Background: an optimization exercise with open tools, aiming at small area and a short achievable clock period. Do not read the settings as production practice.
The RTL was checked by simulation tests, not by an equivalence proof against the original design.
Power figures rest on the tool's default switching activity, not on a simulated workload.

## flow/design.v (module list and top-level ports; edited modules follow where they fit)
// module fir: 2262 lines
// module fa: 4 lines
module fir(
    input clk,
    input signed [15:0] noisy_signal,
    output signed [15:0] filtered_signal
);
  // ...
==> flow/run.sh <==
#!/bin/bash
# synth_recipe.tcl (not shown) runs the flow's synth.tcl, then flattens the netlist and writes it again
# the make line also repeats each setting of config.mk as NAME=value (left out here)
make -C /OpenROAD-flow-scripts/flow DESIGN_CONFIG=/design/flow/config.mk WORK_HOME=/design/flow/orfs CLKGATE_MAP_FILE= SYNTH_SCRIPT=/design/flow/synth_recipe.tcl finish
==> flow/config.mk <==
export PLATFORM = sky130hd
export DESIGN_NAME = fir
export DESIGN_NICKNAME = fir
export VERILOG_FILES = /design/flow/design.v
export SDC_FILE = /design/flow/constraint.sdc
export NUM_CORES = 4
export LEC_CHECK = 0
export CAP_MARGIN = 20
export CORE_MARGIN = 2
export CORE_UTILIZATION = 58
export CTS_CLUSTER_DIAMETER = 100
export CTS_CLUSTER_SIZE = 25
export SETUP_SLACK_MARGIN = 3.8
export SLEW_MARGIN = 20
export SYNTH_HIERARCHICAL = 1
export SYNTH_MINIMUM_KEEP_SIZE = 0
==> flow/constraint.sdc <==
create_clock -name core_clock -period 6.0 [get_ports {clk}]
set_input_delay 1.2000 -clock core_clock [delete_from_list [all_inputs] [get_ports {clk}]]
set_output_delay 1.2000 -clock core_clock [all_outputs]
set_load 0.01 [all_outputs]
==> implementation parameters, run 1 <==
Parameter                              Value

Power and ir drop
  Relative contribution of sequential cells to total power    41.2%
  Clk pwr    0.00179 W
  Worst voltage drop across the vdd grid    ~0.38 mV

Timing
  Unrepaired setup endpoints after global routing    true
  Timing-limited maximum frequency    455 MHz
  Relative max-transition margin    roughly three fifths
  Final period utilization    36.6%
  Worst-case clock skew    0.0269 ns

Min path
  Critical hold path startpoint    r6[4]

Finish
  Post-layout instance count excluding filler cells    about 1900
  Layout Utilization    63.8%
  Max-area cell class    multi-input gates
  Clock buffers and inverters, area share    2.76%
  Seq cells    505
  Share of final-layout standard cells stronger than drive strength 1    10.7%

Worst setup path
  Worst setup SP type    flop
  Crit-path max cell delay    ~0.33 ns
  Type of the worst setup path    reg -> out

Synthesis
  Fraction of synthesized area in multiplexers    0.0465%
  Post-synthesis async set-or-reset flop share    0%
  Post-Synth Simple-Gate Area    1.83%

Outcome
  Result of the run  no timing/DRC/antenna violations

Placed design
  Placed cell count    approximately 1800

Die
  Site Rows    70
  Die Span X    around 200 um

CTS
  Buffer levels on the longest clock path    3
  Sinks on the clock net    505

Routing
  Wire length on met2    20600 um
==> run 2, diff against run 1 <==
--- a/flow/config.mk
+++ b/flow/config.mk
@@ -8,2 +8,3 @@
 export CAP_MARGIN = 20
+export CORE_ASPECT_RATIO = 2.0
 export CORE_MARGIN = 2
==> run 2 against run 1 <==
Still clean. Sequential share of layout area is essentially flat. Synthesized cell count unchanged. Setup slack got worse by 0.014 ns. Wire length increased by 11%. First-iteration DRC count decreased by 45%.
==> implementation parameters, run 2 <==
Parameter                              Value

Worst setup path
  Critical-path cell list    buf_2
  Required @ worst endpoint    4.80 ns
  WP data arrival    1.01 ns
  Cell with the largest stage delay on the worst path    sky130_fd_sc_hd__dfxtp_1
  Worst path bufs/invs    1
  Category of cells accounting for the largest share of critical-path delay    flip-flops
  Worst Setup End Kind    output port
  Worst setup SP type    flop
  Type of the worst setup path    reg -> out
  Crit-path max FO    1
  Crit-path max cell delay    0.32 ns (about the same)

Timing
  Max Transition Viols Final    0
  Worst-case clock skew    0.0262 ns (-0.000692 ns)
  Relative max-transition margin    56.4% (-2.7 points)
  Final Hold Vio Count    0
  Unrepaired setup endpoints after global routing    true
  Min Clock Period, post-route    2.21 ns
  Final count of negative-setup-slack endpoints    0
  Accumulated negative setup slack    0 ns
  Final period utilization    36.8% (+0.23 points)
  Slew at the pin closest to its max-slew limit    0.654 ns
  Smallest setup slack after layout    between 3 and 4 ns
  Timing-limited maximum frequency    453 MHz (-0.61%)

Die
  Area enclosed by the die boundary    38700 um^2
  Die Height    between 200 and 300 um
  Die Span X    140 um (-29%)
  Starting Density    approximately 59%
  Core Area    36500 um^2
  Site Rows    99 (+41%)
  Number of ports placed on the die boundary    33

Placed design
  IO buf count    32
  Placed cell area    22400 um^2
  Worst Setup Slack post-DPL    3.32 ns
  DP HPWL    41900 um
  Weighted congestion at the end of routability-driven global placement    0.942

Outcome
  Result of the run  no timing/DRC/antenna violations

Run
  Total of max-cap violations    0

Finish
  Most common cell after layout, fill and taps aside    sky130_fd_sc_hd__fa_1
  Number of filler cells placed in the layout    2727
  Largest registers ranked by flip-flop count    p0_0 x17, p1_0 x17
  Share of final-layout standard cells stronger than drive strength 1    12.1% (+1.3 points)
  Number of inserted diodes    0
  Total non-filler cell area in the finished layout    between 20000 and 25000 um^2
  Most used cells in the layout excluding fill and tap cells    sky130_fd_sc_hd__fa_1 (437), sky130_fd_sc_hd__dfxtp_1 (422), sky130_fd_sc_hd__inv_1 (111)
  Combined flip-flop and latch cell area    10200 um^2
  Area grow syn2layout    8.77%
  Final net count    1924
  Combined area of the multi-input logic cells    about 11000 um^2

Power and ir drop
  Part of the power in combinational logic    47.3%
  Worst voltage drop across the vdd grid    0.357 mV (-5.2%)
  Standby leakage power    9.55 nW
  NetSw    about 0.0054 W
  Int Pwr    0.00874 W
  Clock group share of total power    12.5%
  Cell Pwr Density    606 nW/um^2
  Relative contribution of sequential cells to total power    40.1% (-1.1 points)
  Switch share    38.3%
  Overall power after layout    0.0142 W

Synthesis
  Top-count cell post-synth    sky130_fd_sc_hd__dfxtp_1
  Yosys reg bits    505
  Post-synthesis async set-or-reset flop share    0% (unchanged)
  Share of synthesized area occupied by flip-flops and latches    47.0%
  Dominant synthesized flop cell    sky130_fd_sc_hd__dfxtp_1
  Number of enable flip-flop cells after synthesis    0
  Number of standard cells after synthesis    1350
  Number of distinct standard cells referenced by the synthesized netlist    41
  Area share of the largest cell type after synthesis    between 40% and 50%
  Most area-hungry cell type in the Yosys netlist    sky130_fd_sc_hd__dfxtp_1
  Synthesis Warnings    7
  Cells taking the most area after synthesis    sky130_fd_sc_hd__dfxtp_1 (47%), sky130_fd_sc_hd__fa_1 (41%), sky130_fd_sc_hd__ha_1 (2.9%)
  Commonest cells in the netlist    sky130_fd_sc_hd__dfxtp_1 (505), sky130_fd_sc_hd__fa_1 (442), sky130_fd_sc_hd__inv_1 (111), sky130_fd_sc_hd__ha_1 (49), sky130_fd_sc_hd__a21oi_1 (37)
  Syn Nets    1858
  Area of the mapped netlist    approximately 22000 um^2
  Syn_area_per_cell    15.9 um^2

CTS
  Clock latency on the worst-skew pair    0.57 ns
  Clock Pin Slew Worst Setup and Hold Paths    0.10 ns
  Total clock buffers created by CTS    24
  Sinks on the clock net    505 (unchanged)
  Root Buffer    sky130_fd_sc_hd__clkbuf_16
  CTS H-tree lvls    1
  TritonCTS clock tree    built
  Buffer levels on the longest clock path    3 (unchanged)

GRT
  Number of antenna violations at the first check in global routing    0
  Wire length of the first global-routing pass    between 70000 and 80000 um
  Maximum number of pins on one net before global-route repair    26
  GRT Total Usage    26.8%
  Remaining global-route overflow    0
  Vias in the first global route    ~12000

Routing
  Routed length per placed instance    26.3 um
  Total number of vias    9880
  Drc violations    0
  Number of DRC markers in iteration 0    313
  Total Wirelength    49100 um
  Via count normalized by instance count    5.28
  1st-pass router iterations    6
  ANT nets after route    0

Min path
  Min-delay worst type    reg -> reg
==> run 2: final timing paths <==
kind,slack [ns],endpoint,startpoint,depth (start not counted)
max,3.79,filtered_signal[9],y[9],1
min,0.32,r7[2],r6[2],0
max reg2reg,3.80,q1_185,q0_131,3
min reg2reg,0.32,r7[2],r6[2],0
==> run 2: logic make-up after synthesis <==
family	after synthesis	share of synthesized area (%)
other	1	0.0174
DFF	505	47.0
muxes	1	0.0465
adders and majority gates	495	44.2
AOI/OAI and AO/OA	105	3.18
and+or+nand+nor	85	1.83
buffers and inverters	115	2.01
xor gates and xnor gates	43	1.75
==> run 2: timing repair <==
item	4_1_cts	5_1_grt
endpoints found under the setup margin	102	51
pin swaps	11	21
hold buffers	0	0
buffers inserted	7	5
resized for setup	147	56
hold endpoints to repair	0	0
==> run 2: area by class of cell <==
type	count	share of cell area, %
sequential	505	43.7
clock inverter	1	0.0856
inverter	111	1.78
clock buffer	25	2.67
timing repair buffer	44	1.47
tap	454	2.43
multi-input combinational	730	47.8
==> run 2: power groups by stage <==
stage               Combinational (W)  Clock, W  Sequential (W)
CTS                           0.00677   0.00183         0.00571
floorplan                     0.00434         0         0.00546
global route                  0.00773   0.00193         0.00582
finish                        0.00671   0.00178         0.00569
global placement              0.00644         0         0.00574
detailed placement            0.00670         0         0.00578
==> run 2: per-module statistics from Yosys, one instance, submodules excluded <==
module	cells	area, um^2
fir	911	12700
fa	1	20.0
==> run 2: through the flow <==
stage | utilization, % | cells | hold slack [ns]
after floorplan | - | 1350 | 0.310
after global placement | 61.3 | 1832 | 0.310
after detailed placement | 61.3 | 1832 | 0.312
after CTS | 63.4 | 1865 | 0.315
after global routing | 64.0 | 1870 | 0.317
final | 64.0 | 1870 | 0.318
==> run 2: layer usage <==
layer,vias up,wire length [um],GRT usage [%]
met1,5260,14200,23.8
met2,173,30400,55.7
met3,121,893,1.97
met4,0,3600,16.0
met5,-,0,0
li1,4326,-,-

[afterwards: timing with drivers on the ports]
The flow's constraints put no driver on any port. The routed layouts listed below were extracted and timed again, unchanged, in two steps.
Step 1 sets driving cells, clkbuf_16 on the clock port and buf_2 on the other inputs (assumed; they add their load-dependent delay and slew).
Step 2 also shifts input and output timing later by t, the mid clock arrival at the registers, as if the neighbouring blocks saw the same clock.
a / b / c = ideal / step 1 / step 2; a / b = the first two.
run | t, ns | slack for setup (ns) | worst data-port slew with drivers (ns)
run 1 | 0.601 | 3.804 / 3.752 / 3.846 | 0.06
run 2 | 0.615 | 3.790 / 3.733 / 3.801 | 0.04
After both steps every run listed still meets setup and hold.
